From an optimization exercise on the open Yosys and OpenROAD flow, aimed at small area; shortcuts taken in it are not production practice. Function was checked by simulation only, so behaviour that the tests miss may differ from the original. Power figures rest on the tool's default switching activity, not on a simulated workload.

===== flow/config.mk =====
export PLATFORM = sky130hd
export DESIGN_NAME = dkong_audio
export DESIGN_NICKNAME = dkong_audio
export VERILOG_FILES = /design/flow/design.v
export SDC_FILE = /design/flow/constraint.sdc
export NUM_CORES = 4
export LEC_CHECK = 0
export ABC_AREA = 1
export CAP_MARGIN = 20
export CORE_MARGIN = 2
export CORE_UTILIZATION = 40
export GPL_TIMING_DRIVEN = 0
export SLEW_MARGIN = 20

===== flow/constraint.sdc =====
create_clock -name core_clock -period 40.0 [get_ports {clk}]
set_input_delay 8.0000 -clock core_clock [delete_from_list [all_inputs] [get_ports {clk}]]
set_output_delay 8.0000 -clock core_clock [all_outputs]
set_load 0.01 [all_outputs]

===== flow/design.v =====
module dkong_audio (
	input         clk,
	input         rst_n,
	input         dkjr,
	input   [7:0] snd_dat,
	input         decay_n,
	input   [2:0] sw,
	input   [7:0] wav_rom_do,
	output reg [15:0] sound,
	output [18:0] wav_rom_a
);
reg [8:0] cnt;
reg       en;
always @(posedge clk or negedge rst_n) begin
	if (!rst_n) begin
		cnt <= 9'd0;
		en  <= 1'b0;
	end else begin
		en  <= (cnt == 9'd499);
		cnt <= (cnt == 9'd499) ? 9'd0 : cnt + 9'd1;
	end
end
wire last = (cnt == 9'd499);    
reg exp_hit;
always @* begin
	case (count)
      15'd10: exp_hit = 1'b1;
      15'd29: exp_hit = 1'b1;
      15'd48: exp_hit = 1'b1;
      15'd67: exp_hit = 1'b1;
      15'd86: exp_hit = 1'b1;
      15'd105: exp_hit = 1'b1;
      15'd124: exp_hit = 1'b1;
      15'd144: exp_hit = 1'b1;
      15'd163: exp_hit = 1'b1;
      15'd183: exp_hit = 1'b1;
      15'd202: exp_hit = 1'b1;
      15'd222: exp_hit = 1'b1;
      15'd242: exp_hit = 1'b1;
      15'd262: exp_hit = 1'b1;
      15'd282: exp_hit = 1'b1;
      15'd302: exp_hit = 1'b1;
      15'd322: exp_hit = 1'b1;
      15'd342: exp_hit = 1'b1;
      15'd362: exp_hit = 1'b1;
      15'd382: exp_hit = 1'b1;
      15'd403: exp_hit = 1'b1;
      15'd423: exp_hit = 1'b1;
      15'd444: exp_hit = 1'b1;
      15'd465: exp_hit = 1'b1;
      15'd485: exp_hit = 1'b1;
      15'd506: exp_hit = 1'b1;
      15'd527: exp_hit = 1'b1;
      15'd548: exp_hit = 1'b1;
      15'd569: exp_hit = 1'b1;
      15'd591: exp_hit = 1'b1;
      15'd612: exp_hit = 1'b1;
      15'd633: exp_hit = 1'b1;
      15'd655: exp_hit = 1'b1;
      15'd677: exp_hit = 1'b1;
      15'd698: exp_hit = 1'b1;
      15'd720: exp_hit = 1'b1;
      15'd742: exp_hit = 1'b1;
      15'd764: exp_hit = 1'b1;
      15'd786: exp_hit = 1'b1;
      15'd808: exp_hit = 1'b1;
      15'd831: exp_hit = 1'b1;
      15'd853: exp_hit = 1'b1;
      15'd876: exp_hit = 1'b1;
      15'd898: exp_hit = 1'b1;
      15'd921: exp_hit = 1'b1;
      15'd944: exp_hit = 1'b1;
      15'd967: exp_hit = 1'b1;
      15'd990: exp_hit = 1'b1;
      15'd1013: exp_hit = 1'b1;
      15'd1036: exp_hit = 1'b1;
      15'd1060: exp_hit = 1'b1;
      15'd1083: exp_hit = 1'b1;
      15'd1107: exp_hit = 1'b1;
      15'd1131: exp_hit = 1'b1;
      15'd1155: exp_hit = 1'b1;
      15'd1179: exp_hit = 1'b1;
      15'd1203: exp_hit = 1'b1;
      15'd1227: exp_hit = 1'b1;
      15'd1251: exp_hit = 1'b1;
      15'd1276: exp_hit = 1'b1;
      15'd1300: exp_hit = 1'b1;
      15'd1325: exp_hit = 1'b1;
      15'd1350: exp_hit = 1'b1;
      15'd1375: exp_hit = 1'b1;
      15'd1400: exp_hit = 1'b1;
      15'd1425: exp_hit = 1'b1;
      15'd1451: exp_hit = 1'b1;
      15'd1476: exp_hit = 1'b1;
      15'd1502: exp_hit = 1'b1;
      15'd1528: exp_hit = 1'b1;
      15'd1554: exp_hit = 1'b1;
      15'd1580: exp_hit = 1'b1;
      15'd1606: exp_hit = 1'b1;
      15'd1633: exp_hit = 1'b1;
      15'd1659: exp_hit = 1'b1;
      15'd1686: exp_hit = 1'b1;
      15'd1713: exp_hit = 1'b1;
      15'd1740: exp_hit = 1'b1;
      15'd1767: exp_hit = 1'b1;
      15'd1794: exp_hit = 1'b1;
      15'd1821: exp_hit = 1'b1;
      15'd1849: exp_hit = 1'b1;
      15'd1877: exp_hit = 1'b1;
      15'd1905: exp_hit = 1'b1;
      15'd1933: exp_hit = 1'b1;
      15'd1961: exp_hit = 1'b1;
      15'd1989: exp_hit = 1'b1;
      15'd2018: exp_hit = 1'b1;
      15'd2047: exp_hit = 1'b1;
      15'd2076: exp_hit = 1'b1;
      15'd2105: exp_hit = 1'b1;
      15'd2134: exp_hit = 1'b1;
      15'd2163: exp_hit = 1'b1;
      15'd2193: exp_hit = 1'b1;
      15'd2223: exp_hit = 1'b1;
      15'd2253: exp_hit = 1'b1;
      15'd2283: exp_hit = 1'b1;
      15'd2313: exp_hit = 1'b1;
      15'd2344: exp_hit = 1'b1;
      15'd2375: exp_hit = 1'b1;
      15'd2406: exp_hit = 1'b1;
      15'd2437: exp_hit = 1'b1;
      15'd2468: exp_hit = 1'b1;
      15'd2500: exp_hit = 1'b1;
      15'd2532: exp_hit = 1'b1;
      15'd2564: exp_hit = 1'b1;
      15'd2596: exp_hit = 1'b1;
      15'd2628: exp_hit = 1'b1;
      15'd2661: exp_hit = 1'b1;
      15'd2694: exp_hit = 1'b1;
      15'd2727: exp_hit = 1'b1;
      15'd2760: exp_hit = 1'b1;
      15'd2794: exp_hit = 1'b1;
      15'd2828: exp_hit = 1'b1;
      15'd2862: exp_hit = 1'b1;
      15'd2896: exp_hit = 1'b1;
      15'd2930: exp_hit = 1'b1;
      15'd2965: exp_hit = 1'b1;
      15'd3000: exp_hit = 1'b1;
      15'd3036: exp_hit = 1'b1;
      15'd3071: exp_hit = 1'b1;
      15'd3107: exp_hit = 1'b1;
      15'd3143: exp_hit = 1'b1;
      15'd3179: exp_hit = 1'b1;
      15'd3216: exp_hit = 1'b1;
      15'd3253: exp_hit = 1'b1;
      15'd3290: exp_hit = 1'b1;
      15'd3328: exp_hit = 1'b1;
      15'd3365: exp_hit = 1'b1;
      15'd3403: exp_hit = 1'b1;
      15'd3442: exp_hit = 1'b1;
      15'd3481: exp_hit = 1'b1;
      15'd3520: exp_hit = 1'b1;
      15'd3559: exp_hit = 1'b1;
      15'd3599: exp_hit = 1'b1;
      15'd3639: exp_hit = 1'b1;
      15'd3679: exp_hit = 1'b1;
      15'd3720: exp_hit = 1'b1;
      15'd3761: exp_hit = 1'b1;
      15'd3802: exp_hit = 1'b1;
      15'd3844: exp_hit = 1'b1;
      15'd3886: exp_hit = 1'b1;
      15'd3928: exp_hit = 1'b1;
      15'd3971: exp_hit = 1'b1;
      15'd4014: exp_hit = 1'b1;
      15'd4058: exp_hit = 1'b1;
      15'd4102: exp_hit = 1'b1;
      15'd4147: exp_hit = 1'b1;
      15'd4191: exp_hit = 1'b1;
      15'd4237: exp_hit = 1'b1;
      15'd4282: exp_hit = 1'b1;
      15'd4329: exp_hit = 1'b1;
      15'd4375: exp_hit = 1'b1;
      15'd4422: exp_hit = 1'b1;
      15'd4470: exp_hit = 1'b1;
      15'd4518: exp_hit = 1'b1;
      15'd4566: exp_hit = 1'b1;
      15'd4615: exp_hit = 1'b1;
      15'd4665: exp_hit = 1'b1;
      15'd4715: exp_hit = 1'b1;
      15'd4765: exp_hit = 1'b1;
      15'd4816: exp_hit = 1'b1;
      15'd4868: exp_hit = 1'b1;
      15'd4920: exp_hit = 1'b1;
      15'd4973: exp_hit = 1'b1;
      15'd5026: exp_hit = 1'b1;
      15'd5080: exp_hit = 1'b1;
      15'd5135: exp_hit = 1'b1;
      15'd5190: exp_hit = 1'b1;
      15'd5246: exp_hit = 1'b1;
      15'd5302: exp_hit = 1'b1;
      15'd5359: exp_hit = 1'b1;
      15'd5417: exp_hit = 1'b1;
      15'd5476: exp_hit = 1'b1;
      15'd5535: exp_hit = 1'b1;
      15'd5595: exp_hit = 1'b1;
      15'd5656: exp_hit = 1'b1;
      15'd5717: exp_hit = 1'b1;
      15'd5780: exp_hit = 1'b1;
      15'd5843: exp_hit = 1'b1;
      15'd5907: exp_hit = 1'b1;
      15'd5972: exp_hit = 1'b1;
      15'd6037: exp_hit = 1'b1;
      15'd6104: exp_hit = 1'b1;
      15'd6172: exp_hit = 1'b1;
      15'd6240: exp_hit = 1'b1;
      15'd6310: exp_hit = 1'b1;
      15'd6380: exp_hit = 1'b1;
      15'd6452: exp_hit = 1'b1;
      15'd6525: exp_hit = 1'b1;
      15'd6599: exp_hit = 1'b1;
      15'd6674: exp_hit = 1'b1;
      15'd6750: exp_hit = 1'b1;
      15'd6827: exp_hit = 1'b1;
      15'd6906: exp_hit = 1'b1;
      15'd6986: exp_hit = 1'b1;
      15'd7067: exp_hit = 1'b1;
      15'd7150: exp_hit = 1'b1;
      15'd7234: exp_hit = 1'b1;
      15'd7320: exp_hit = 1'b1;
      15'd7407: exp_hit = 1'b1;
      15'd7496: exp_hit = 1'b1;
      15'd7587: exp_hit = 1'b1;
      15'd7679: exp_hit = 1'b1;
      15'd7773: exp_hit = 1'b1;
      15'd7869: exp_hit = 1'b1;
      15'd7967: exp_hit = 1'b1;
      15'd8067: exp_hit = 1'b1;
      15'd8169: exp_hit = 1'b1;
      15'd8274: exp_hit = 1'b1;
      15'd8380: exp_hit = 1'b1;
      15'd8489: exp_hit = 1'b1;
      15'd8601: exp_hit = 1'b1;
      15'd8715: exp_hit = 1'b1;
      15'd8832: exp_hit = 1'b1;
      15'd8952: exp_hit = 1'b1;
      15'd9075: exp_hit = 1'b1;
      15'd9202: exp_hit = 1'b1;
      15'd9331: exp_hit = 1'b1;
      15'd9465: exp_hit = 1'b1;
      15'd9602: exp_hit = 1'b1;
      15'd9743: exp_hit = 1'b1;
      15'd9889: exp_hit = 1'b1;
      15'd10039: exp_hit = 1'b1;
      15'd10193: exp_hit = 1'b1;
      15'd10353: exp_hit = 1'b1;
      15'd10519: exp_hit = 1'b1;
      15'd10690: exp_hit = 1'b1;
      15'd10868: exp_hit = 1'b1;
      15'd11053: exp_hit = 1'b1;
      15'd11245: exp_hit = 1'b1;
      15'd11445: exp_hit = 1'b1;
      15'd11654: exp_hit = 1'b1;
      15'd11872: exp_hit = 1'b1;
      15'd12101: exp_hit = 1'b1;
      15'd12341: exp_hit = 1'b1;
      15'd12593: exp_hit = 1'b1;
      15'd12860: exp_hit = 1'b1;
      15'd13142: exp_hit = 1'b1;
      15'd13443: exp_hit = 1'b1;
      15'd13763: exp_hit = 1'b1;
      15'd14106: exp_hit = 1'b1;
      15'd14475: exp_hit = 1'b1;
      15'd14875: exp_hit = 1'b1;
      15'd15312: exp_hit = 1'b1;
      15'd15792: exp_hit = 1'b1;
      15'd16326: exp_hit = 1'b1;
      15'd16927: exp_hit = 1'b1;
      15'd17614: exp_hit = 1'b1;
      15'd18416: exp_hit = 1'b1;
      15'd19379: exp_hit = 1'b1;
      15'd20585: exp_hit = 1'b1;
      15'd22200: exp_hit = 1'b1;
      15'd24652: exp_hit = 1'b1;
      15'd29926: exp_hit = 1'b1;
      15'd32767: exp_hit = 1'b1;
		default: exp_hit = 1'b0;
	endcase
end
reg [8:0]  dsample;
reg        dpls;
reg [7:0]  expval;
reg [14:0] count;
reg [15:0] dlat;       
always @(posedge clk or negedge rst_n) begin
	if (!rst_n) begin
		dsample <= 9'd0;
		dpls <= 1'b0;
		expval <= 8'd255;
		count <= 15'd0;
		dlat[7:0] <= 8'd0;
	end else begin
		dsample <= dsample + 9'd1;
		dpls <= (dsample == 9'd511);
		if (dpls) begin
			if (!decay_n) begin
				count <= (count == 15'h7FF0) ? 15'h7FF0 : count + 15'd1;
				if (exp_hit)
					expval <= (expval == 8'd0) ? 8'd0 : expval - 8'd1;
			end else begin
				expval <= (expval == 8'd255) ? 8'd255 : expval + 8'd1;
				count <= 15'd0;
			end
			dlat[7:0] <= expval;
		end
	end
end
always @(posedge clk) begin
	if (dpls)
		dlat[15:8] <= {~snd_dat[7], snd_dat[6:0]};
end
reg [11:0] wsample;
reg        wpls;
wire       wsend = (wsample == 12'd3915);
always @(posedge clk or negedge rst_n) begin
	if (!rst_n) begin
		wsample <= 12'd0;
		wpls <= 1'b0;
	end else begin
		wsample <= wsend ? 12'd0 : {wsample[10:0], ~(wsample[11] ^ wsample[10] ^ wsample[9] ^ wsample[3])};
		wpls <= wsend;
	end
end
wire foot_rq = sw[2] & ~dkjr;
wire jump_rq = sw[1] & ~dkjr;
reg old_foot, old_jump, jedge;
reg busy, mj, mf;
reg [14:0] ad;
wire fedge = ~old_foot & foot_rq;
wire trig = (~busy & (jedge | fedge)) | (busy & mf & jedge);
wire [14:0] ad_end = mj ? 15'h2E20 : mf ? 15'h4750 : 15'h1750;
always @(posedge clk or negedge rst_n) begin
	if (!rst_n) begin
		old_foot <= 1'b0;
		old_jump <= 1'b0;
		jedge <= 1'b0;
		busy <= 1'b0;
		mj <= 1'b0;
		mf <= 1'b0;
		ad <= 15'd0;
	end else begin
		old_foot <= foot_rq;
		old_jump <= jump_rq;
		jedge <= ~old_jump & jump_rq;
		if (trig) begin
			busy <= 1'b1;
			mj <= jedge;
			mf <= ~jedge;
			ad <= jedge ? 15'h1000 : 15'h3000;
		end else if (wpls) begin
			if (ad == ad_end)
				busy <= 1'b0;
			else
				ad <= ad + 15'd1;
		end
	end
end
assign wav_rom_a = {4'b0010, ad};
reg [21:0] sqc;
reg        sqh;
reg        sq_uf;
reg [14:0] s1;
wire       sqend = (sqc == 22'd2463828);
always @(posedge clk or negedge rst_n) begin
	if (!rst_n) begin
		sqc <= 22'd0;
		sqh <= 1'b1;
		sq_uf <= 1'b0;
	end else begin
		sqc <= sqend ? 22'd0 : {sqc[20:0], ~(sqc[21] ^ sqc[20])};
		if (sqend)
			sqh <= 1'b1;
		else if (sqc == 22'd2790992)
			sqh <= 1'b0;
		if (en)
			sq_uf <= sqh;
	end
end
wire s_keep = sq_uf ? (s1 < 15'd16356) : (s1 > 15'd28);
reg [12:0] ws;
reg        wl;            
always @(posedge clk)
	if (en)
		wl <= sw[0];
wire w_keep = wl ? (ws < 13'd6799) : (ws > 13'd27);
reg [15:0] c5;
reg [15:0] CH, CF;
reg        first;
reg        uf5;
reg [2:0]  a5;        
wire [16:0] wl5 = {1'b0, CH} + 17'd15179;
always @(posedge clk or negedge rst_n) begin
	if (!rst_n) begin
		c5 <= 16'd0;
		uf5 <= 1'b0;
		a5 <= 3'd0;
		CH <= 16'd14769;
	end else begin
		c5 <= ({1'b0, c5} < wl5) ? c5 + 16'd1 : 16'd0;
		if (cnt == 9'd7 && !first) CH <= A[15:0];
		if (cnt == 9'd8 && !first) CH <= CF;
		if (en) begin
			uf5 <= (c5 < CH);
			case (a5)
				3'd0: a5 <= uf5 ? 3'd1 : 3'd0;
				3'd1: a5 <= uf5 ? 3'd2 : 3'd0;
				3'd2: a5 <= uf5 ? 3'd3 : 3'd1;
				3'd3: a5 <= uf5 ? 3'd3 : 3'd4;
				3'd4: a5 <= uf5 ? 3'd3 : 3'd5;
				3'd5: a5 <= uf5 ? 3'd4 : 3'd0;
				default: a5 <= 3'd0;
			endcase
		end
	end
end
reg signed [18:0] A;
reg [15:0] xr0, xr1, xr2, y0, y1, P, wo, l3, h2, lw2, h1;
reg [13:0] m, l4;
reg [5:0]  dlt;       
reg [1:0]  nu;        
reg [7:0]  rnd;
reg [6:0]  dcur;
wire a5nz = (a5 != 3'd0);
wire l3_pos = ~l3[15] & (l3 != 16'd0);
wire l3_ltm4 = l3[15] & (l3 < 16'hFFFC) & ~first;
wire [7:0] dt = {xr2[15:9], xr2[8]};
wire       dge = dt >= {1'b0, A[13:7]};
wire [7:0] dsub = dt - {1'b0, A[13:7]};
wire [9:0] tl = 10'd256 + {1'b0, xr2[8:0]};
wire [6:0] nla = tl[9] ? {1'b1, tl[8:3]} : {1'b0, tl[7:2]};
reg  [8:0] nl;
always @* begin
	case (nla)
      7'd0: nl = 9'd63;
      7'd1: nl = 9'd63;
      7'd2: nl = 9'd63;
      7'd3: nl = 9'd63;
      7'd4: nl = 9'd63;
      7'd5: nl = 9'd63;
      7'd6: nl = 9'd63;
      7'd7: nl = 9'd63;
      7'd8: nl = 9'd63;
      7'd9: nl = 9'd63;
      7'd10: nl = 9'd63;
      7'd11: nl = 9'd63;
      7'd12: nl = 9'd63;
      7'd13: nl = 9'd63;
      7'd14: nl = 9'd63;
      7'd15: nl = 9'd63;
      7'd16: nl = 9'd63;
      7'd17: nl = 9'd63;
      7'd18: nl = 9'd63;
      7'd19: nl = 9'd66;
      7'd20: nl = 9'd69;
      7'd21: nl = 9'd72;
      7'd22: nl = 9'd75;
      7'd23: nl = 9'd78;
      7'd24: nl = 9'd81;
      7'd25: nl = 9'd84;
      7'd26: nl = 9'd87;
      7'd27: nl = 9'd90;
      7'd28: nl = 9'd92;
      7'd29: nl = 9'd95;
      7'd30: nl = 9'd98;
      7'd31: nl = 9'd101;
      7'd32: nl = 9'd103;
      7'd33: nl = 9'd106;
      7'd34: nl = 9'd108;
      7'd35: nl = 9'd111;
      7'd36: nl = 9'd114;
      7'd37: nl = 9'd117;
      7'd38: nl = 9'd119;
      7'd39: nl = 9'd121;
      7'd40: nl = 9'd124;
      7'd41: nl = 9'd126;
      7'd42: nl = 9'd128;
      7'd43: nl = 9'd131;
      7'd44: nl = 9'd133;
      7'd45: nl = 9'd136;
      7'd46: nl = 9'd138;
      7'd47: nl = 9'd140;
      7'd48: nl = 9'd143;
      7'd49: nl = 9'd145;
      7'd50: nl = 9'd147;
      7'd51: nl = 9'd149;
      7'd52: nl = 9'd152;
      7'd53: nl = 9'd154;
      7'd54: nl = 9'd156;
      7'd55: nl = 9'd158;
      7'd56: nl = 9'd160;
      7'd57: nl = 9'd162;
      7'd58: nl = 9'd164;
      7'd59: nl = 9'd167;
      7'd60: nl = 9'd169;
      7'd61: nl = 9'd171;
      7'd62: nl = 9'd173;
      7'd63: nl = 9'd175;
      7'd64: nl = 9'd177;
      7'd65: nl = 9'd181;
      7'd66: nl = 9'd185;
      7'd67: nl = 9'd189;
      7'd68: nl = 9'd192;
      7'd69: nl = 9'd192;
      7'd70: nl = 9'd192;
      7'd71: nl = 9'd192;
      7'd72: nl = 9'd192;
      7'd73: nl = 9'd192;
      7'd74: nl = 9'd192;
      7'd75: nl = 9'd192;
      7'd76: nl = 9'd192;
      7'd77: nl = 9'd192;
      7'd78: nl = 9'd192;
      7'd79: nl = 9'd192;
      7'd80: nl = 9'd192;
      7'd81: nl = 9'd192;
      7'd82: nl = 9'd192;
      7'd83: nl = 9'd192;
      7'd84: nl = 9'd192;
      7'd85: nl = 9'd192;
      7'd86: nl = 9'd192;
      7'd87: nl = 9'd192;
      7'd88: nl = 9'd192;
      7'd89: nl = 9'd192;
      7'd90: nl = 9'd192;
      7'd91: nl = 9'd192;
      7'd92: nl = 9'd192;
      7'd93: nl = 9'd192;
      7'd94: nl = 9'd192;
      7'd95: nl = 9'd192;
      7'd96: nl = 9'd192;
      7'd97: nl = 9'd192;
      7'd98: nl = 9'd192;
      7'd99: nl = 9'd192;
      7'd100: nl = 9'd192;
      7'd101: nl = 9'd192;
      7'd102: nl = 9'd192;
      7'd103: nl = 9'd192;
      7'd104: nl = 9'd192;
      7'd105: nl = 9'd192;
      7'd106: nl = 9'd192;
      7'd107: nl = 9'd192;
      7'd108: nl = 9'd192;
      7'd109: nl = 9'd192;
      7'd110: nl = 9'd192;
      7'd111: nl = 9'd192;
      7'd112: nl = 9'd192;
      7'd113: nl = 9'd192;
      7'd114: nl = 9'd192;
      7'd115: nl = 9'd192;
      7'd116: nl = 9'd192;
      7'd117: nl = 9'd192;
      7'd118: nl = 9'd192;
      7'd119: nl = 9'd192;
      7'd120: nl = 9'd192;
      7'd121: nl = 9'd192;
      7'd122: nl = 9'd192;
      7'd123: nl = 9'd192;
      7'd124: nl = 9'd192;
      7'd125: nl = 9'd192;
      7'd126: nl = 9'd192;
      7'd127: nl = 9'd192;
		default: nl = 9'd0;
	endcase
end
reg clr, neg, sh;
reg [4:0] src;
reg wr_ws, wr_dlt, wr_x0, wr_y0, wr_P, wr_wo, wr_l3, wr_h2, wr_lw2, wr_h1, wr_l4, wr_m, wr_s1, wr_CF;
reg lfsr, vload, dload, dstep;
always @* begin
	clr = 0; neg = 0; sh = 0; src = 0;
	wr_ws = 0; wr_dlt = 0; wr_x0 = 0; wr_y0 = 0; wr_P = 0; wr_wo = 0; wr_l3 = 0; wr_h2 = 0; wr_lw2 = 0; wr_h1 = 0; wr_l4 = 0; wr_m = 0; wr_s1 = 0; wr_CF = 0;
	lfsr = 0; vload = 0; dload = 0; dstep = 0;
	case (cnt)
      9'd9: begin clr = 1; src = (w_keep ? 5'd12 : (wl ? 5'd6 : 5'd0)); end
      9'd10: begin neg = (wl ? 1'b0 : 1'b1); src = (w_keep ? 5'd3 : 5'd0); end
      9'd11: begin neg = 1'b1; src = 5'd12; end
      9'd12: begin wr_dlt = 1; end
      9'd13: begin src = 5'd12; end
      9'd14: begin wr_ws = 1; end
      9'd15: begin clr = 1; sh = 1; src = (xr0[0] ? 5'd14 : 5'd0); end
      9'd16: begin sh = 1; src = (xr0[1] ? 5'd14 : 5'd0); end
      9'd17: begin sh = 1; src = (xr0[2] ? 5'd14 : 5'd0); end
      9'd18: begin sh = 1; src = (xr0[3] ? 5'd14 : 5'd0); end
      9'd19: begin sh = 1; src = (xr0[4] ? 5'd14 : 5'd0); end
      9'd20: begin sh = 1; src = (xr0[5] ? 5'd14 : 5'd0); end
      9'd21: begin sh = 1; src = (xr0[6] ? 5'd14 : 5'd0); end
      9'd22: begin sh = 1; src = (xr0[7] ? 5'd14 : 5'd0); end
      9'd23: begin wr_x0 = 1; end
      9'd24: begin clr = 1; neg = 1'b1; src = 5'd15; end
      9'd25: begin neg = 1'b1; src = 5'd17; end
      9'd26: begin src = 5'd18; end
      9'd27: begin neg = 1'b1; sh = 1; src = 5'd19; end
      9'd28: begin neg = 1'b1; sh = 1; src = 5'd16; end
      9'd29: begin sh = 1; src = 5'd19; end
      9'd30: begin neg = 1'b1; src = 5'd15; end
      9'd31: begin neg = 1'b1; src = 5'd17; end
      9'd32: begin sh = 1; src = 5'd18; end
      9'd33: begin neg = 1'b1; src = 5'd16; end
      9'd34: begin sh = 1; src = 5'd18; end
      9'd35: begin neg = 1'b1; src = 5'd15; end
      9'd36: begin neg = 1'b1; sh = 1; src = 5'd17; end
      9'd37: begin neg = 1'b1; src = 5'd16; end
      9'd38: begin sh = 1; src = 5'd19; end
      9'd39: begin sh = 1; end
      9'd40: begin src = 5'd15; end
      9'd41: begin src = 5'd17; end
      9'd42: begin neg = 1'b1; sh = 1; src = 5'd19; end
      9'd43: begin sh = 1; src = 5'd16; end
      9'd44: begin sh = 1; src = 5'd19; end
      9'd45: begin sh = 1; src = 5'd18; end
      9'd46: begin sh = 1; src = 5'd19; end
      9'd47: begin sh = 1; src = 5'd18; end
      9'd48: begin src = 5'd18; end
      9'd49: begin neg = 1'b1; src = 5'd19; end
      9'd50: begin wr_y0 = 1; end
      9'd51: begin clr = 1; neg = 1'b1; src = 5'd28; end
      9'd52: begin sh = 1; src = 5'd29; end
      9'd53: begin sh = 1; end
      9'd54: begin sh = 1; end
      9'd55: begin sh = 1; end
      9'd56: begin neg = 1'b1; src = 5'd28; end
      9'd57: begin sh = 1; src = 5'd29; end
      9'd58: begin sh = 1; end
      9'd59: begin sh = 1; end
      9'd60: begin src = 5'd28; end
      9'd61: begin neg = 1'b1; sh = 1; src = 5'd29; end
      9'd62: begin sh = 1; end
      9'd63: begin sh = 1; end
      9'd64: begin sh = 1; end
      9'd65: begin sh = 1; end
      9'd66: begin sh = 1; end
      9'd67: begin sh = 1; end
      9'd68: begin sh = 1; end
      9'd69: begin sh = 1; end
      9'd70: begin src = 5'd29; end
      9'd71: begin wr_l4 = 1; end
      9'd72: begin clr = 1; sh = 1; src = 5'd18; end
      9'd73: begin sh = 1; end
      9'd74: begin src = 5'd20; end
      9'd75: begin src = 5'd21; end
      9'd76: begin wr_P = 1; end
      9'd77: begin clr = 1; src = (l3_ltm4 ? 5'd1 : 5'd22); end
      9'd78: begin src = (l3_ltm4 ? 5'd1 : 5'd22); end
      9'd79: begin sh = 1; src = (l3_pos ? 5'd22 : 5'd0); end
      9'd80: begin wr_wo = 1; end
      9'd81: begin clr = 1; neg = 1'b1; src = 5'd23; end
      9'd82: begin sh = 1; src = 5'd22; end
      9'd83: begin sh = 1; end
      9'd84: begin sh = 1; end
      9'd85: begin sh = 1; end
      9'd86: begin sh = 1; end
      9'd87: begin src = 5'd23; end
      9'd88: begin neg = 1'b1; sh = 1; src = 5'd22; end
      9'd89: begin sh = 1; end
      9'd90: begin sh = 1; end
      9'd91: begin sh = 1; end
      9'd92: begin sh = 1; end
      9'd93: begin src = 5'd23; end
      9'd94: begin neg = 1'b1; sh = 1; src = 5'd22; end
      9'd95: begin sh = 1; end
      9'd96: begin sh = 1; end
      9'd97: begin src = 5'd22; end
      9'd98: begin wr_l3 = 1; end
      9'd99: begin clr = 1; neg = 1'b1; src = 5'd23; end
      9'd100: begin neg = 1'b1; src = (a5nz ? 5'd25 : 5'd0); end
      9'd101: begin sh = 1; src = 5'd24; end
      9'd102: begin sh = 1; end
      9'd103: begin sh = 1; end
      9'd104: begin sh = 1; end
      9'd105: begin neg = 1'b1; src = 5'd23; end
      9'd106: begin neg = 1'b1; src = (a5nz ? 5'd25 : 5'd0); end
      9'd107: begin sh = 1; src = 5'd24; end
      9'd108: begin sh = 1; end
      9'd109: begin sh = 1; end
      9'd110: begin neg = 1'b1; src = 5'd23; end
      9'd111: begin neg = 1'b1; src = (a5nz ? 5'd25 : 5'd0); end
      9'd112: begin sh = 1; src = 5'd24; end
      9'd113: begin sh = 1; end
      9'd114: begin sh = 1; end
      9'd115: begin sh = 1; end
      9'd116: begin sh = 1; end
      9'd117: begin sh = 1; end
      9'd118: begin sh = 1; end
      9'd119: begin sh = 1; end
      9'd120: begin sh = 1; end
      9'd121: begin src = 5'd23; end
      9'd122: begin src = (a5nz ? 5'd25 : 5'd0); end
      9'd123: begin neg = 1'b1; src = 5'd24; end
      9'd124: begin wr_h2 = 1; end
      9'd125: begin clr = 1; src = (a5nz ? 5'd25 : 5'd0); end
      9'd126: begin src = 5'd9; end
      9'd127: begin wr_lw2 = 1; end
      9'd128: begin clr = 1; neg = 1'b1; src = 5'd25; end
      9'd129: begin neg = 1'b1; src = 5'd26; end
      9'd130: begin sh = 1; src = 5'd27; end
      9'd131: begin sh = 1; end
      9'd132: begin src = 5'd25; end
      9'd133: begin src = 5'd26; end
      9'd134: begin neg = 1'b1; sh = 1; src = 5'd27; end
      9'd135: begin sh = 1; end
      9'd136: begin src = 5'd25; end
      9'd137: begin src = 5'd26; end
      9'd138: begin neg = 1'b1; sh = 1; src = 5'd27; end
      9'd139: begin sh = 1; end
      9'd140: begin neg = 1'b1; src = 5'd25; end
      9'd141: begin neg = 1'b1; src = 5'd26; end
      9'd142: begin sh = 1; src = 5'd27; end
      9'd143: begin sh = 1; end
      9'd144: begin sh = 1; end
      9'd145: begin sh = 1; end
      9'd146: begin sh = 1; end
      9'd147: begin sh = 1; end
      9'd148: begin sh = 1; end
      9'd149: begin sh = 1; end
      9'd150: begin sh = 1; end
      9'd151: begin sh = 1; end
      9'd152: begin src = 5'd25; end
      9'd153: begin src = 5'd26; end
      9'd154: begin neg = 1'b1; src = 5'd27; end
      9'd155: begin wr_h1 = 1; lfsr = 1; end
      9'd156: begin clr = 1; src = 5'd12; end
      9'd157: begin neg = 1'b1; sh = 1; src = 5'd13; end
      9'd158: begin sh = 1; end
      9'd159: begin sh = 1; end
      9'd160: begin sh = 1; src = 5'd12; end
      9'd161: begin neg = 1'b1; sh = 1; src = 5'd13; end
      9'd162: begin neg = 1'b1; sh = 1; src = 5'd12; end
      9'd163: begin neg = 1'b1; sh = 1; src = 5'd13; end
      9'd164: begin neg = 1'b1; sh = 1; src = 5'd12; end
      9'd165: begin sh = 1; end
      9'd166: begin neg = 1'b1; sh = 1; src = 5'd13; end
      9'd167: begin sh = 1; src = 5'd12; end
      9'd168: begin neg = 1'b1; sh = 1; src = 5'd13; end
      9'd169: begin neg = 1'b1; sh = 1; src = 5'd12; end
      9'd170: begin sh = 1; src = 5'd13; end
      9'd171: begin sh = 1; end
      9'd172: begin sh = 1; end
      9'd173: begin sh = 1; src = 5'd13; end
      9'd174: begin sh = 1; src = 5'd12; end
      9'd175: begin sh = 1; src = 5'd13; end
      9'd176: begin sh = 1; src = 5'd12; end
      9'd177: begin neg = 1'b1; sh = 1; src = 5'd13; end
      9'd178: begin sh = 1; end
      9'd179: begin sh = 1; end
      9'd180: begin neg = 1'b1; src = 5'd12; end
      9'd181: begin sh = 1; src = 5'd13; end
      9'd182: begin sh = 1; end
      9'd183: begin sh = 1; end
      9'd184: begin neg = 1'b1; src = 5'd12; end
      9'd185: begin sh = 1; src = 5'd13; end
      9'd186: begin sh = 1; end
      9'd187: begin src = 5'd12; end
      9'd188: begin neg = 1'b1; sh = 1; src = 5'd13; end
      9'd189: begin sh = 1; end
      9'd190: begin src = 5'd12; end
      9'd191: begin sh = 1; src = 5'd13; end
      9'd192: begin wr_m = 1; end
      9'd193: begin clr = 1; src = (s_keep ? 5'd13 : (sq_uf ? 5'd8 : 5'd0)); end
      9'd194: begin neg = (sq_uf ? 1'b0 : 1'b1); src = (s_keep ? 5'd4 : 5'd0); end
      9'd195: begin wr_s1 = 1; end
      9'd196: begin clr = 1; sh = 1; src = 5'd29; end
      9'd197: begin src = 5'd5; end
      9'd198: begin vload = 1; end
      9'd199: begin clr = 1; src = 5'd2; end
      9'd200: begin neg = 1'b1; sh = 1; src = 5'd29; end
      9'd201: begin src = 5'd7; end
      9'd202: begin dstep = 1; end
      9'd203: begin dstep = 1; end
      9'd204: begin dstep = 1; end
      9'd205: begin dstep = 1; end
      9'd206: begin dstep = 1; end
      9'd207: begin dstep = 1; end
      9'd208: begin dstep = 1; end
      9'd209: begin dstep = 1; end
      9'd210: begin dstep = 1; end
      9'd211: begin clr = 1; neg = 1'b1; sh = 1; src = 5'd10; end
      9'd212: begin sh = 1; end
      9'd213: begin sh = 1; end
      9'd214: begin sh = 1; src = 5'd10; end
      9'd215: begin sh = 1; end
      9'd216: begin sh = 1; src = 5'd10; end
      9'd217: begin sh = 1; end
      9'd218: begin sh = 1; src = 5'd10; end
      9'd219: begin sh = 1; end
      9'd220: begin neg = 1'b1; sh = 1; src = 5'd10; end
      9'd221: begin sh = 1; end
      9'd222: begin sh = 1; end
      9'd223: begin src = 5'd10; end
      9'd224: begin wr_CF = 1; end
      9'd225: begin clr = 1; sh = 1; src = 5'd29; end
      9'd226: begin src = 5'd5; end
      9'd227: begin vload = 1; end
      9'd228: begin clr = 1; src = 5'd11; end
      9'd229: begin dstep = 1; end
      9'd230: begin dstep = 1; end
      9'd231: begin dstep = 1; end
      9'd232: begin dstep = 1; end
      9'd233: begin dstep = 1; end
      9'd234: begin dstep = 1; end
      9'd235: begin dstep = 1; end
      9'd236: begin dstep = 1; end
      9'd237: begin dstep = 1; end
      9'd238: begin clr = 1; src = 5'd2; end
      9'd239: begin neg = 1'b1; sh = 1; src = 5'd29; end
      9'd240: begin src = 5'd7; end
      9'd241: begin dload = 1; end
      9'd242: begin clr = 1; neg = 1'b1; sh = 1; src = 5'd10; end
      9'd243: begin sh = 1; end
      9'd244: begin sh = 1; end
      9'd245: begin sh = 1; src = 5'd10; end
      9'd246: begin sh = 1; end
      9'd247: begin sh = 1; src = 5'd10; end
      9'd248: begin sh = 1; end
      9'd249: begin sh = 1; src = 5'd10; end
      9'd250: begin sh = 1; end
      9'd251: begin neg = 1'b1; sh = 1; src = 5'd10; end
      9'd252: begin sh = 1; end
      9'd253: begin sh = 1; end
      9'd254: begin src = 5'd10; end
		default: ;
	endcase
end
wire [4:0] t_K27 = 5'd27;
wire [4:0] t_K28 = 5'd28;
wire [12:0] t_K5900 = 13'd5900;
wire [12:0] t_K6826 = 13'd6826;
wire [13:0] t_K10484 = 14'd10484;
wire [14:0] t_K16384 = 15'd16384;
wire [2:0] t_NOISE = {1'b0, rnd[7:6]} - 3'd2;
wire [16:0] t_NLS = {nl, 8'd0};
wire [13:0] t_DCUR = {dcur, 7'd0};
wire [12:0] t_W = ws;
wire [14:0] t_S1 = s1;
wire [15:0] t_BB = {xr0[15:8], xr0[15:8]};
wire [15:0] t_X0 = xr0;
wire [15:0] t_X1 = xr1;
wire [15:0] t_X2 = xr2;
wire [15:0] t_Y0 = y0;
wire [15:0] t_Y1 = y1;
wire [11:0] t_Y0S4 = y0[15:4];
wire [15:0] t_O = wo;
wire [15:0] t_L3 = l3;
wire [15:0] t_H2 = h2;
wire [15:0] t_LW2 = lw2;
wire [15:0] t_H1 = h1;
wire [5:0] t_DLT = dlt;
wire [2:0] t_NU = {1'b0, nu} - 3'd2;
wire [13:0] t_M = m;
wire [13:0] t_L4 = l4;
reg [18:0] opv;
wire [4:0] srcg = (first && src >= 5'd14) ? 5'd0 : src;
always @* begin
	case (srcg)
		5'd0: opv = {18'd0, 1'b0};
		5'd1: opv = {19{1'b1}};
		5'd2: opv = {18'd0, 1'b1};
		5'd3: opv = {14'd0, t_K27};
		5'd4: opv = {14'd0, t_K28};
		5'd5: opv = {6'd0, t_K5900};
		5'd6: opv = {6'd0, t_K6826};
		5'd7: opv = {5'd0, t_K10484};
		5'd8: opv = {4'd0, t_K16384};
		5'd9: opv = {{16{t_NOISE[2]}}, t_NOISE};
		5'd10: opv = {2'd0, t_NLS};
		5'd11: opv = {5'd0, t_DCUR};
		5'd12: opv = {6'd0, t_W};
		5'd13: opv = {4'd0, t_S1};
		5'd14: opv = {{3{t_BB[15]}}, t_BB};
		5'd15: opv = {{3{t_X0[15]}}, t_X0};
		5'd16: opv = {{3{t_X1[15]}}, t_X1};
		5'd17: opv = {{3{t_X2[15]}}, t_X2};
		5'd18: opv = {{3{t_Y0[15]}}, t_Y0};
		5'd19: opv = {{3{t_Y1[15]}}, t_Y1};
		5'd20: opv = {{7{t_Y0S4[11]}}, t_Y0S4};
		5'd21: opv = {{3{t_O[15]}}, t_O};
		5'd22: opv = {{3{t_L3[15]}}, t_L3};
		5'd23: opv = {{3{t_H2[15]}}, t_H2};
		5'd24: opv = {{3{t_LW2[15]}}, t_LW2};
		5'd25: opv = {{3{t_H1[15]}}, t_H1};
		5'd26: opv = {{13{t_DLT[5]}}, t_DLT};
		5'd27: opv = {{16{t_NU[2]}}, t_NU};
		5'd28: opv = {5'd0, t_M};
		5'd29: opv = {5'd0, t_L4};
		default: opv = 19'd0;
	endcase
end
wire [18:0] base = clr ? 19'd0 : A;
wire [18:0] sum = base + (opv ^ {19{neg}}) + {18'd0, neg};
always @(posedge clk)
	A <= sh ? {sum[18], sum[18:1]} : sum;
always @(posedge clk or negedge rst_n) begin
	if (!rst_n) begin
		first <= 1'b1;
		xr1 <= 16'd0;
		y0 <= 16'd0;
		rnd <= 8'd255;
		dcur <= 7'd81;
		ws <= 13'd0;
		s1 <= 15'd0;
	end else begin
		if (last) begin
			first <= 1'b0;
			xr1 <= xr0;
		end
		if (wr_y0) y0 <= {A[18], A[14:0]};
		if (dload) dcur <= A[13:7];
		if (lfsr) rnd <= {rnd[6:5], rnd[4], rnd[3] ^ rnd[7], rnd[2] ^ rnd[7], rnd[1] ^ rnd[7], rnd[0], rnd[7]};
		if (wr_ws && !first) ws <= A[12:0];
		if (wr_s1) s1 <= A[14:0];
	end
end
always @(posedge clk) begin
	if (last)
		xr0 <= dlat;
	else if (wr_x0)
		xr0 <= A[15:0];
	if (last)
		xr2 <= xr1;
	else if (vload)
		xr2 <= {2'b00, A[13:0]};
	else if (dstep)
		xr2 <= {dge ? dsub[6:0] : dt[6:0], xr2[7:0], dge};
	if (wr_P)
		P <= A[15:0];
	if (wr_y0) y1 <= y0;
	if (wr_wo) wo <= A[15:0];
	if (wr_l3) l3 <= A[15:0];
	if (wr_h2) h2 <= A[15:0];
	if (wr_lw2) lw2 <= A[15:0];
	if (wr_h1) h1 <= A[15:0];
	if (wr_dlt) dlt <= A[5:0];
	if (lfsr) nu <= rnd[7:6];
	if (wr_l4) l4 <= A[13:0];
	if (wr_m) m <= A[13:0];
	if (wr_CF) CF <= A[15:0];
end
wire [15:0] wav_term = dkjr ? 16'd0 : {{3{~wav_rom_do[7]}}, wav_rom_do[6:0], 6'b0};
always @(posedge clk)
	if (en)
		sound <= wav_term + P;
endmodule

===== flow/flow/run.sh =====
#!/bin/bash
# Own flow: the standard layout (standard.sh) with two changes:
#  - synthesis maps logic with a different ABC area script (flow/abc_area.script);
#    (without gate upsizing); everything else in synthesis, including the flip-flop mapping, is the standard one;
#  - the clock tree uses larger sink clusters (25 sinks) and no dummy loads;
#  - the port buffers (every input and output still gets one) are buf_1 cells.
# Each tool's full output goes to a log file in this folder.
set -euo pipefail
rm -rf scripts
cp -r "$FLOW_HOME/scripts" scripts
cp flow/abc_area.script scripts/abc_area.script
bash standard.sh SCRIPTS_DIR="$PWD/scripts" \
  CTS_ARGS="-sink_clustering_enable -repair_clock_nets -sink_clustering_size 25 -sink_clustering_max_diameter 100 -dont_use_dummy_load" \
  BUFFER_PORTS_ARGS="-buffer_cell sky130_fd_sc_hd__buf_1" \
  finish > standard.log 2>&1

===== flow/flow/abc_area.script =====
strash
&get -n
&fraig -x
&put
scorr
dc2
strash
&get -n
&dch -f
&nf -R 1000
&put
strash
dc2
&get -n
&dch -f
&nf -R 1000
&put
topo
stime -c
dnsize -c

===== flow/standard.sh =====
#!/bin/bash
# synth_recipe.tcl (not shown) runs the flow's synth.tcl, then flattens the netlist and writes it again
# the make line also repeats each setting of config.mk as NAME=value (left out here)
make -C /OpenROAD-flow-scripts/flow DESIGN_CONFIG=/design/flow/config.mk WORK_HOME=/design/flow/orfs CLKGATE_MAP_FILE= SYNTH_SCRIPT=/design/flow/synth_recipe.tcl "${@:-finish}"

==> flow_summary.json, run 1 <==
{
  "status": "no timing/DRC/antenna violations",
  "required_ps": 40490,
  "path_class": "reg2reg",
  "clock_net_sink_count": 461,
  "largest_register": "sqc",
  "final-setup-viol-count": 0,
  "holdPathStages": 1,
  "maxSlewHeadroom_pct": 25.02,
  "post-cts-setup-buffer-count": 0,
  "antenna_violations_before_repair": 0,
  "die_area_um2": 63670,
  "drc": 0,
  "cts_hold_repair.buffers": 0,
  "numCtsBuffers": 26,
  "post_route_cells_drive_above_1_share_pct": 5.184,
  "power_leakage_nw": 10.01,
  "synthDistinctLibCells": 70,
  "rows": 91,
  "timing.max_cap.violations": 0,
  "regToRegSetupSlack_ps": 29410,
  "peakVddDrop_mv": 0.02737,
  "route.vias.total": 21640,
  "slowest_delay_ps": 890,
  "critical_path.max_fanout": 24,
  "timing.final.crit_share_pct": 26.48,
  "worst_setup_path_start_kind": "register",
  "drt_iter0_drc": 2891,
  "initial_core_util_pct": 40.19,
  "fmax_mhz": 94.40,
  "worst_pin_slew_ps": 1116,
  "worstSkewPairLatency_ps": 600,
  "fin_setup_tns_ps": 0,
  "htree_levels": 1,
  "worst_setup_hold_path_clk_slew_ps": 100,
  "synth-edff-count": 221,
  "rsz0062_at_grt": "no",
  "worst_r2r_endpoint": "A[17]",
  "worst-r2r-cell-count": 38,
  "fillerInstances": 5856,
  "clk_root_buffer_cell": "sky130_fd_sc_hd__clkbuf_16",
  "grt_first_pass_wirelength_mm": 129.4,
  "wl_per_cell_um": 25.17,
  "drt-vias-per-instance": 6.410,
  "placement.io_buffers": 53,
  "startpoint_of_the_most_critical_register_to_register_path": "cnt[8]",
  "design_area_um2": 27210,
  "crit_path_top_delay_cell": "sky130_fd_sc_hd__dfrtp_1",
  "critPathMostFrequentCell": "sky130_fd_sc_hd__a21o_1",
  "yosys-top-cells-area": "sky130_fd_sc_hd__edfxtp_1 27%, sky130_fd_sc_hd__dfrtp_1 19%, sky130_fd_sc_hd__ha_1 4.5%, sky130_fd_sc_hd__nor2_1 4.3%, sky130_fd_sc_hd__nand2_1 4.1%",
  "global_route.usage.total_pct": 26.36,
  "globalplace.congestion": 0.9608,
  "synth_area_um2": 24670,
  "hp-class": "reg2reg",
  "global_route.overflow_total": 0,
  "first_pass_iters": 9,
  "grt_max_degree": 49,
  "grt_pass1_vias": 20570,
  "yosys_warnings": 1,
  "cts.repair.resized": 0,
  "route.final.wire_length_mm": 84.96,
  "number_of_hold_violations_in_the_final_report": 0,
  "place_hpwl_mm": 61.36,
  "post-synth-top-area-cell": "sky130_fd_sc_hd__edfxtp_1",
  "antenna_violating_nets_post_route": 0,
  "hold_path.startpoint": "old_jump",
  "syn-instance-count": 2469,
  "dieWidth_um": 252.3,
  "syn2layout_area_growth_pct": 10.32,
  "sequential_cell_area_um2": 12590,
  "pwrdens_nw_per_um2": 28.37,
  "ys_flop_type": "sky130_fd_sc_hd__edfxtp_1",
  "critical_path_arrival_ps": 11090,
  "final_nets": 2701,
  "endpoint_kind": "register",
  "top_level_ports": 58,
  "multiInputGateArea_um2": 11900,
  "number_of_synthesized_register_bits": 461,
  "synth-async-reset-ratio_pct": 47.94,
  "synth_seq_area_share_pct": 51.01,
  "cts_tree": "done",
  "chipHeight_um": 252.3,
  "fin_crit_ps": 10590,
  "clockBufferDepth": 3,
  "netlist.area_leader.share_pct": 26.90,
  "clock_skew_ps": 71.30,
  "syn_avg_cell_area_um2": 9.991,
  "slew_violations": 0,
  "fp.coreArea_um2": 61370,
  "reg.largest.list": "sqc (22), A (19)",
  "min_to": "jedge",
  "dpl-instance-area_um2": 26560,
  "commonest_non_fill_non_tap_cell_in_the_layout": "sky130_fd_sc_hd__nand2_1",
  "largest_register_ffs": 22,
  "layout.cells.most_common_list": "267 x sky130_fd_sc_hd__nand2_1, 258 x sky130_fd_sc_hd__nor2_1, 221 x sky130_fd_sc_hd__edfxtp_1"
}
worst max-delay path: cells and delay by family, from the launching register on:
family          cells  cell delay [ps]
compound gates     16             3420
xor+xnor            1              110
fa+ha+maj           1              240
flops               1              890
simple gates       16             4890
buf+inv             2              430
mux                 2              540
where the power goes:
group | total [mW] | internal, mW | switching (mW)
Sequential | 0.494 | 0.494 | 0.000611
Clock | 0.265 | 0.115 | 0.150
Combinational | 0.0125 | 0.00445 | 0.00808
Total | 0.772 | 0.614 | 0.158
stage by stage:
| step | setup slack, ps | hold WS, ps | cells | utilization, % | power [mW] |
|---|---|---|---|---|---|
| finish | 29410 | 406.6 | 3376 | 44.34 | 0.7719 |
| global route | 28790 | 410.8 | 3375 | 44.34 | 0.7956 |
| CTS | 29620 | 409.8 | 3375 | 44.34 | 0.7798 |
| detailed placement | 29380 | 388.2 | 3349 | 43.28 | 0.5172 |
| global placement | 19620 | 383.1 | 3314 | 42.14 | 0.5146 |
| floorplan | 30080 | 377.7 | 2471 | - | 0.5081 |
worst max path at each step:
stage                start   endpoint  slack [ps]  cells past startpoint
finish              cnt[8]      A[17]       29410                     38
global route        cnt[8]      A[17]       28790                     38
CTS                 cnt[8]      A[17]       29620                     38
detailed placement    dkjr  sound[15]       29380                     13
global placement     rst_n     sqc[4]       19620                      1
floorplan             dkjr  sound[15]       30080                     12
cell usage after synthesis (all sizes together) (7+ instances only):
| library cell | count |
|---|---|
| a2111oi | 10 |
| o21ai | 130 |
| o221ai | 8 |
| dfxtp | 19 |
| a21oi | 175 |
| buf | 20 |
| xor2 | 29 |
| o22ai | 68 |
| nand2 | 267 |
| nor3 | 97 |
| a222oi | 39 |
| and3 | 25 |
| nand4 | 41 |
| and4 | 8 |
| nor4 | 43 |
| o22a | 8 |
| clkinv | 72 |
| o2111ai | 8 |
| a21o | 17 |
| ha | 88 |
| nor2 | 282 |
| mux2 | 56 |
| edfxtp | 221 |
| nand3 | 74 |
| mux2i | 7 |
| dfstp | 29 |
| a41oi | 8 |
| and2 | 40 |
| a211oi | 23 |
| or2 | 10 |
| nor2b | 61 |
| or3 | 14 |
| a31oi | 55 |
| nand2b | 26 |
| a221oi | 16 |
| dfrtp | 192 |
| a22oi | 34 |
| xnor2 | 55 |
logic make-up (layout without fill, tap and decap cells):
group | count (synthesis) | count (layout) | share of synthesized area (%)
simple gates | 1016 | 1016 | 19.66
compound gates | 660 | 660 | 17.31
flops | 461 | 461 | 51.01
buf+inv | 92 | 206 | 1.461
fa+ha+maj | 91 | 91 | 4.707
xor+xnor | 84 | 84 | 2.982
mux | 63 | 63 | 2.840
other cells | 2 | 5 | 0.03045
metal layers:
layer	wire length [um]	GRT usage (%)	vias to the layer above	part of all wire, %
met5	0	0	-	0
met4	3845	10.48	0	4.5
met3	8042	4.593	234	9.5
met2	38310	41.15	1257	45
met1	34770	36.45	10540	41
li1	-	-	9609	-
layout make-up:
type | instances | share of cell area (%)
flip-flops and latches | 461 | 46.25
plain buffers | 20 | 0.3310
inverters | 72 | 0.9977
diodes | 1 | 0.009195
repair buffers | 88 | 2.667
multi-input cells | 1918 | 43.72
clock buffers | 26 | 2.391
well taps | 790 | 3.632
==> inputs of run 2 (changes only) <==
--- a/flow/flow/run.sh
+++ b/flow/flow/run.sh
@@ -3,3 +3,3 @@
 #  - synthesis maps logic with a different ABC area script (flow/abc_area.script);
-#    (without gate upsizing); everything else in synthesis, including the flip-flop mapping, is the standard one;
+#    everything else in synthesis, including the flip-flop mapping, is the standard one;
 #  - the clock tree uses larger sink clusters (25 sinks) and no dummy loads;
--- a/flow/flow/abc_area.script
+++ b/flow/flow/abc_area.script
@@ -19,2 +19,3 @@
 stime -c
+upsize -c
 dnsize -c
==> run 2 against run 1 <==
Compared with the run above: critical path depth down 25; combinational power decreased by 3%; sequential power about the same; die area grew 0.83%; core utilization about the same; routed wire length is 0.20% higher; synthesized area is 0.84% higher; clock power decreased by 3%; sequential share of layout area decreased by 0.17 points; register-to-register slack improved by 830 ps; clock skew fell by 10 ps.
==> flow_summary.json, run 2 <==
{
  "status": "no timing/DRC/antenna violations",
  "final-setup-viol-count": 0,
  "path_class": "in2reg",
  "dp_worst_setup_slack_ps": 29350,
  "drc": 0,
  "rsz0062_at_grt": "no",
  "cpLargestDelayFamily": "compound AO/OA/AOI/OAI gates",
  "clk_root_buffer_cell": "sky130_fd_sc_hd__clkbuf_16",
  "timing.final.crit_share_pct": 25.19,
  "syn-instance-count": 2469,
  "worst-r2r-cell-count": 42,
  "int_power_mw": 0.6050,
  "antenna_violations_before_repair": 0,
  "post-synth-top-area-cell": "sky130_fd_sc_hd__edfxtp_1",
  "worst_r2r_endpoint": "A[17]",
  "topRoutingLayerUsed": "met4",
  "dr_wl_met3_mm": 7.382,
  "worstSkewPairLatency_ps": 580,
  "clockBufferDepth": 3,
  "pwrdens_nw_per_um2": 27.97,
  "drt-vias-per-instance": 6.292,
  "dieWidth_um": 253.4,
  "route.vias.total": 21480,
  "hold_path.startpoint": "old_jump",
  "number_of_hold_violations_in_the_final_report": 0,
  "post_route_cells_drive_above_1_share_pct": 6.134,
  "layout.cells.most_common_list": "262 x sky130_fd_sc_hd__nand2_1, 255 x sky130_fd_sc_hd__nor2_1, 221 x sky130_fd_sc_hd__edfxtp_1",
  "critical_path_arrival_ps": 10420,
  "final_nets": 2692,
  "clock_net_sink_count": 461,
  "timing.critical_path.buf_inv": 2,
  "synth-async-reset-ratio_pct": 47.94,
  "wl_met2_mm": 38.94,
  "power_switching_share_pct": 20.82,
  "route.final.wire_length_mm": 85.13,
  "cp_cell_sequence": "buf_1 > nand2b_1 > clkinv_1 > ha_1 > a21o_1 > a21oi_1 > o21ai_0 > a21oi_1 > o21bai_1 > a21oi_1 > o21bai_1 > a21oi_1 > xnor2_1",
  "placement.io_buffers": 53,
  "syn2layout_area_growth_pct": 9.814,
  "yosys-top-cells-area": "sky130_fd_sc_hd__edfxtp_1 27%, sky130_fd_sc_hd__dfrtp_1 19%, sky130_fd_sc_hd__ha_1 4.4%, sky130_fd_sc_hd__nor2_1 4.1%, sky130_fd_sc_hd__nand2_1 4.0%",
  "synthDistinctLibCells": 95,
  "globalplace.congestion": 0.9620,
  "reg.largest.list": "sqc (22), A (19)",
  "synth_area_um2": 24870,
  "die_area_um2": 64200,
  "peakVddDrop_mv": 0.02769,
  "chipHeight_um": 253.4,
  "finalWorstSetupSlack_ps": 29920,
  "worst_setup_path_start_kind": "primary input",
  "fin_setup_tns_ps": 0,
  "cts_tree": "done",
  "antennaDiodeCount": 0,
  "power.sequential.fraction_pct": 64.7,
  "synth-edff-count": 221,
  "htree_levels": 1,
  "startpoint_of_the_most_critical_register_to_register_path": "cnt[0]",
  "required_ps": 40340,
  "sequential_cell_area_um2": 12590,
  "fillerInstances": 5900,
  "synth_seq_area_share_pct": 50.59,
  "grt_pass1_vias": 20600,
  "cts_hold_repair.buffers": 0,
  "clock_skew_ps": 61.00,
  "slew_violations": 0,
  "fin_crit_ps": 10080,
  "syn_avg_cell_area_um2": 10.07,
  "fp.coreArea_um2": 61600,
  "crit_path_top_delay_cell": "sky130_fd_sc_hd__buf_1",
  "yosys_warnings": 1,
  "place_hpwl_mm": 61.24,
  "top_level_ports": 58,
  "synth.most_common_cell": "sky130_fd_sc_hd__nor2_1",
  "largest_register_ffs": 22,
  "maxSlewHeadroom_pct": 23.59,
  "post-cts-setup-buffer-count": 0,
  "numCtsBuffers": 24,
  "multiInputGateArea_um2": 12090,
  "wl_met1_mm": 35.35,
  "rows": 91,
  "timing.max_cap.violations": 0,
  "critical_path.max_fanout": 10,
  "endpoint_kind": "register",
  "number_of_synthesized_register_bits": 461,
  "power_switching_mw": 0.1591,
  "fmax_mhz": 99.23,
  "hp-class": "reg2reg",
  "grt_max_degree": 56,
  "netlist_top_cells_count": "270 x sky130_fd_sc_hd__nor2_1, 262 x sky130_fd_sc_hd__nand2_1, 221 x sky130_fd_sc_hd__edfxtp_1",
  "combinational_power_share_pct": 1.6,
  "first_pass_iters": 9,
  "netlist.area_leader.share_pct": 26.68,
  "critPathMostFrequentCell": "sky130_fd_sc_hd__a21oi_1",
  "worst_setup_hold_path_clk_slew_ps": 90,
  "grt_first_pass_wirelength_mm": 129.3,
  "antenna_violating_nets_post_route": 0,
  "worst_pin_slew_ps": 1131,
  "initial_core_util_pct": 40.38,
  "share_clk_of_total_power_pct": 33.7,
  "global_route.usage.total_pct": 26.24,
  "drt_iter0_drc": 2810,
  "commonest_non_fill_non_tap_cell_in_the_layout": "sky130_fd_sc_hd__nand2_1",
  "wl_per_cell_um": 24.94,
  "slowest_delay_ps": 350,
  "regToRegSetupSlack_ps": 30240,
  "ys_flop_type": "sky130_fd_sc_hd__edfxtp_1",
  "largest_register": "sqc",
  "holdPathStages": 1,
  "power_leakage_nw": 9.977,
  "min_to": "jedge",
  "global_route.overflow_total": 0,
  "cts.repair.resized": 0
}
==> run 2: logic make-up after synthesis <==
family	synth area share [%]
flip-flops	50.59
buffers and inverters	1.449
other	0.03019
multiplexers	2.832
XOR/XNOR	2.958
AND/OR/NAND/NOR	20.09
AO/OA/AOI/OAI	17.39
adder cells (fa/ha/maj)	4.668
==> run 2: final cells by class <==
type	instances	area share [%]
flip-flops and latches	461	46.08
inverters	72	0.9940
repair buffers	81	2.322
plain buffers	20	0.3298
clock buffers	24	2.199
multi-input cells	1918	44.24
well taps	837	3.834
==> run 2: how the worst max path moves through the flow <==
| stage | startpoint | endpoint | cells after the start |
|---|---|---|---|
| 6_report | dkjr | sound[15] | 13 |
| 5_1_grt | cnt[0] | A[17] | 42 |
| 4_1_cts | dkjr | sound[15] | 13 |
| 3_5_place_dp | dkjr | sound[15] | 13 |
| 3_3_place_gp | rst_n | dsample[0] | 1 |
| 2_1_floorplan | dkjr | sound[15] | 12 |
==> run 2: through the flow <==
step	power (mW)	instance area [um2]	instances	hold WS (ps)	utilization, %
3_3_place_gp	0.5147	26130	3361	382.6	42.42
3_5_place_dp	0.5167	26710	3389	390.8	43.36
2_1_floorplan	0.5081	24880	2471	377.7	-
4_1_cts	0.7701	27310	3413	404.1	44.34
6_report	0.7641	27310	3413	399.6	44.34
5_1_grt	0.7872	27310	3413	435.5	44.34
==> run 2: metal layers <==
| metal | global-route usage, % | vias up |
|---|---|---|
| met5 | 0 | - |
| met4 | 9.653 | 0 |
| met3 | 4.420 | 214 |
| met2 | 42.06 | 1117 |
| met1 | 35.67 | 10530 |
| li1 | - | 9614 |
==> run 2: power by group through the flow <==
stage | registers [mW] | logic, mW | clock network (mW)
6_report | 0.494 | 0.0121 | 0.258
5_1_grt | 0.495 | 0.0140 | 0.279
4_1_cts | 0.494 | 0.0126 | 0.263
3_5_place_dp | 0.504 | 0.0125 | 0
3_3_place_gp | 0.504 | 0.0103 | 0
2_1_floorplan | 0.504 | 0.00378 | 0
==> inputs of run 3 (changes only) <==
==> flow/flow/run.sh (replaced) <==
#!/bin/bash
# Own flow: the standard layout (standard.sh) with two changes:
#  - synthesis maps logic with a different ABC area script (flow/abc_area.script);
#    (without gate upsizing); everything else in synthesis, including the flip-flop mapping, is the standard one;
#  - the clock tree uses larger sink clusters (30 sinks) and no dummy loads;
#  - the port buffers (every input and output still gets one) are buf_1 cells.
# Each tool's full output goes to a log file in this folder.
set -euo pipefail
rm -rf scripts
cp -r "$FLOW_HOME/scripts" scripts
cp flow/abc_area.script scripts/abc_area.script
bash standard.sh SCRIPTS_DIR="$PWD/scripts" \
  CTS_ARGS="-sink_clustering_enable -repair_clock_nets -sink_clustering_size 30 -sink_clustering_max_diameter 100 -dont_use_dummy_load" \
  BUFFER_PORTS_ARGS="-buffer_cell sky130_fd_sc_hd__buf_1" \
  finish > standard.log 2>&1
--- a/flow/flow/abc_area.script
+++ b/flow/flow/abc_area.script
@@ -19,3 +19,2 @@
 stime -c
-upsize -c
 dnsize -c
==> run 3 against run 2 <==
Compared with the run above: non-clock buffer count is 7 higher; final cell count is 1.2% lower; count of clock-buffer cells in the layout is 2 lower; synthesized area is 0.83% lower; clock skew is 15 ps higher; core utilization is 0.17 points lower; via count is 0.30% higher; worst setup slack worse by 500 ps.
==> flow_summary.json, run 3 <==
{
  "global_route.usage.total_pct": 26.32,
  "fp.coreArea_um2": 61370,
  "crit_path_top_delay_cell": "sky130_fd_sc_hd__dfrtp_1",
  "min_to": "jedge",
  "synth_seq_area_share_pct": 51.01,
  "slew_violations": 0,
  "pwrdens_nw_per_um2": 27.81,
  "number_of_synthesized_register_bits": 461,
  "layout.cells.most_common_list": "267 x sky130_fd_sc_hd__nand2_1, 258 x sky130_fd_sc_hd__nor2_1, 221 x sky130_fd_sc_hd__edfxtp_1",
  "antennaDiodeCount": 0,
  "critical_path.max_fanout": 24,
  "startpoint_of_the_most_critical_register_to_register_path": "cnt[8]",
  "clock_skew_ps": 76.32,
  "hold_path.startpoint": "old_jump",
  "netlist.area_leader.share_pct": 26.90,
  "initial_core_util_pct": 40.19,
  "critical_path_cell_count": 37,
  "endpoint_kind": "register",
  "worstSkewPairLatency_ps": 600,
  "route.final.wire_length_mm": 84.73,
  "chipHeight_um": 252.3,
  "drc": 0,
  "cts_hold_repair.buffers": 0,
  "first_pass_iters": 9,
  "post-route-util_pct": 44.18,
  "maxSlewHeadroom_pct": 23.14,
  "fillerInstances": 5871,
  "critical_path_arrival_ps": 11070,
  "drt-vias-per-instance": 6.389,
  "fin_crit_ps": 10580,
  "clk_root_buffer_cell": "sky130_fd_sc_hd__clkbuf_16",
  "route.vias.total": 21540,
  "path_class": "reg2reg",
  "fin_setup_tns_ps": 0,
  "regToRegSetupSlack_ps": 29420,
  "ys_flop_type": "sky130_fd_sc_hd__edfxtp_1",
  "clockBufferDepth": 3,
  "fmax_mhz": 94.51,
  "numCtsBuffers": 22,
  "synthDistinctLibCells": 70,
  "cpLargestDelayFamily": "simple AND/OR/NAND/NOR gates",
  "fin_total_pwr_mw": 0.7538,
  "post-synth-top-area-cell": "sky130_fd_sc_hd__edfxtp_1",
  "netlist_top_cells_count": "282 x sky130_fd_sc_hd__nor2_1, 267 x sky130_fd_sc_hd__nand2_1, 221 x sky130_fd_sc_hd__edfxtp_1",
  "rsz0062_at_grt": "no",
  "worst_pin_slew_ps": 1151,
  "syn-instance-count": 2469,
  "global_route.overflow_total": 0,
  "synth_area_um2": 24670,
  "drt_iter0_drc": 3121,
  "design_area_um2": 27110,
  "dpl-instance-area_um2": 26560,
  "required_ps": 40490,
  "place_hpwl_mm": 61.36,
  "number_of_hold_violations_in_the_final_report": 0,
  "status": "no timing/DRC/antenna violations",
  "antenna_violating_nets_post_route": 0,
  "cts_tree": "done",
  "hp-class": "reg2reg",
  "syn_avg_cell_area_um2": 9.991,
  "final_nets": 2697,
  "antenna_violations_before_repair": 1,
  "synth.most_common_cell": "sky130_fd_sc_hd__nor2_1",
  "clock_net_sink_count": 461,
  "cts.repair.resized": 0,
  "grt_max_degree": 49,
  "timing.max_cap.violations": 0,
  "htree_levels": 1,
  "critPathMostFrequentCell": "sky130_fd_sc_hd__a21o_1",
  "wl_per_cell_um": 25.13,
  "dieWidth_um": 252.3,
  "final-setup-viol-count": 0,
  "worst_r2r_endpoint": "A[17]",
  "post-cts-setup-buffer-count": 0,
  "power_leakage_nw": 9.956,
  "placement.io_buffers": 53,
  "timing.final.crit_share_pct": 26.45,
  "reg.largest.list": "sqc (22), A (19)",
  "yosys-top-cells-area": "sky130_fd_sc_hd__edfxtp_1 27%, sky130_fd_sc_hd__dfrtp_1 19%, sky130_fd_sc_hd__ha_1 4.5%, sky130_fd_sc_hd__nor2_1 4.3%, sky130_fd_sc_hd__nand2_1 4.1%",
  "rows": 91,
  "multiInputGateArea_um2": 11900,
  "peakVddDrop_mv": 0.02755,
  "holdPathStages": 1,
  "largest_register": "sqc",
  "syn2layout_area_growth_pct": 9.906,
  "timing.critical_path.buf_inv": 2,
  "worst-r2r-cell-count": 37,
  "worst_setup_path_start_kind": "register",
  "largest_register_ffs": 22,
  "commonest_non_fill_non_tap_cell_in_the_layout": "sky130_fd_sc_hd__nand2_1",
  "sequential_cell_area_um2": 12590,
  "synth-async-reset-ratio_pct": 47.94,
  "grt_first_pass_wirelength_mm": 129.1,
  "synth-edff-count": 221,
  "post_route_cells_drive_above_1_share_pct": 5.037,
  "worst_setup_hold_path_clk_slew_ps": 110,
  "globalplace.congestion": 0.9608,
  "yosys_warnings": 1,
  "die_area_um2": 63670,
  "grt_pass1_vias": 20560,
  "top_level_ports": 58,
  "slowest_delay_ps": 880
}
run 3: cell count changes in the layout (fill, tap and decap cells not counted), sizes merged:
cell / before / now
and4bb: 1 / 0
buf: 101 / 108
clkbuf: 24 / 22
clkinv: 70 / 72
inv: 2 / 0
nor4bb: 2 / 3
run 3: cells by family (layout without fill, tap and decap cells):
| family | count (synthesis) | in the layout | share of synthesized area, % |
|---|---|---|---|
| AO/OA/AOI/OAI | 660 | 660 | 17.31 |
| multiplexers | 63 | 63 | 2.840 |
| AND/OR/NAND/NOR | 1016 | 1016 | 19.66 |
| other | 2 | 4 | 0.03045 |
| buffers and inverters | 92 | 202 | 1.461 |
| XOR/XNOR | 84 | 84 | 2.982 |
| adder cells (fa/ha/maj) | 91 | 91 | 4.707 |
| flip-flops | 461 | 461 | 51.01 |
run 3: through the flow:
step / hold WS, ps / setup WS [ps] / instances
2_1_floorplan: 377.7 / 30080 / 2471
3_3_place_gp: 383.1 / 19620 / 3314
3_5_place_dp: 388.2 / 29380 / 3349
4_1_cts: 404.0 / 29630 / 3371
5_1_grt: 402.1 / 28790 / 3371
6_report: 403.2 / 29420 / 3371
run 3: cell type report:
class,count,share of cell area [%]
Sequential cell,461,46.42
Multi-Input combinational cell,1918,43.89
Tap cell,790,3.646
Timing Repair Buffer,88,2.677
Clock buffer,22,2.031
Inverter,72,1.001
Buffer,20,0.3323
run 3: worst reg2reg max path: cells and delay by family, from the launching register on:
family / cells / cell delay [ps]
buf+inv: 2 / 420
compound gates: 16 / 3500
flops: 1 / 880
fa+ha+maj: 1 / 240
simple gates: 15 / 4850
mux: 2 / 530
xor+xnor: 1 / 110
run 3: how the worst max path moves through the flow:
stage / from / end
floorplan: dkjr / sound[15]
global placement: rst_n / sqc[4]
detailed placement: dkjr / sound[15]
CTS: cnt[8] / A[17]
global route: cnt[8] / A[17]
finish: cnt[8] / A[17]
run 3: power breakdown:
group          leakage (nW)  switching [mW]  internal (mW)  total [mW]
Sequential             4.77        0.000612          0.494       0.494
Clock                 0.271           0.148         0.0988       0.247
Combinational          4.91         0.00805        0.00445      0.0125
run 3: per-layer routing:
layer	global-route usage (%)	share of wire, %	vias to the layer above
met2	41.15	45	1188
li1	-	-	9603
met4	10.53	4.7	2
met1	36.29	41	10510
met3	4.634	9.3	237
met5	0	0.014	-

## what the ideal ports hide
In the flow no input, the clock included, has a driving cell. The finished layouts below were timed again as built, in two steps.
Step 1 (the two cells are an assumption about what drives the block):
set clk [get_ports {clk}]
set_driving_cell -lib_cell sky130_fd_sc_hd__clkbuf_16 $clk
set_driving_cell -lib_cell sky130_fd_sc_hd__buf_2 [delete_from_list [all_inputs] $clk]
Step 2 times the ports against the registers' clock, not the clock port: input delays grow and output delays shrink by t, the midpoint of the rising clock arrivals with the driver on.
Three values: no drivers, after step 1, after step 2; two values: the first two.
| run | t (ns) | setup WS [ns] | worst setup path after step 2 | latest minus earliest clock arrival (ns) | worst register clock-pin slew, ns |
|---|---|---|---|---|---|
| run 1 | 0.631 | 29.406 / 29.406 / 29.393 | input to register | 0.071 / 0.071 | 0.10 / 0.10 |
| run 2 | 0.614 | 29.923 / 29.953 / 29.339 | input to register | 0.078 / 0.078 | 0.11 / 0.11 |
| run 3 | 0.626 | 29.419 / 29.419 / 29.401 | input to register | 0.084 / 0.084 | 0.12 / 0.12 |
After both steps every run listed still meets setup and hold. The setup slack of run 2, which loses most, moves by +0.030 ns with the drivers and by -0.584 ns with both steps.
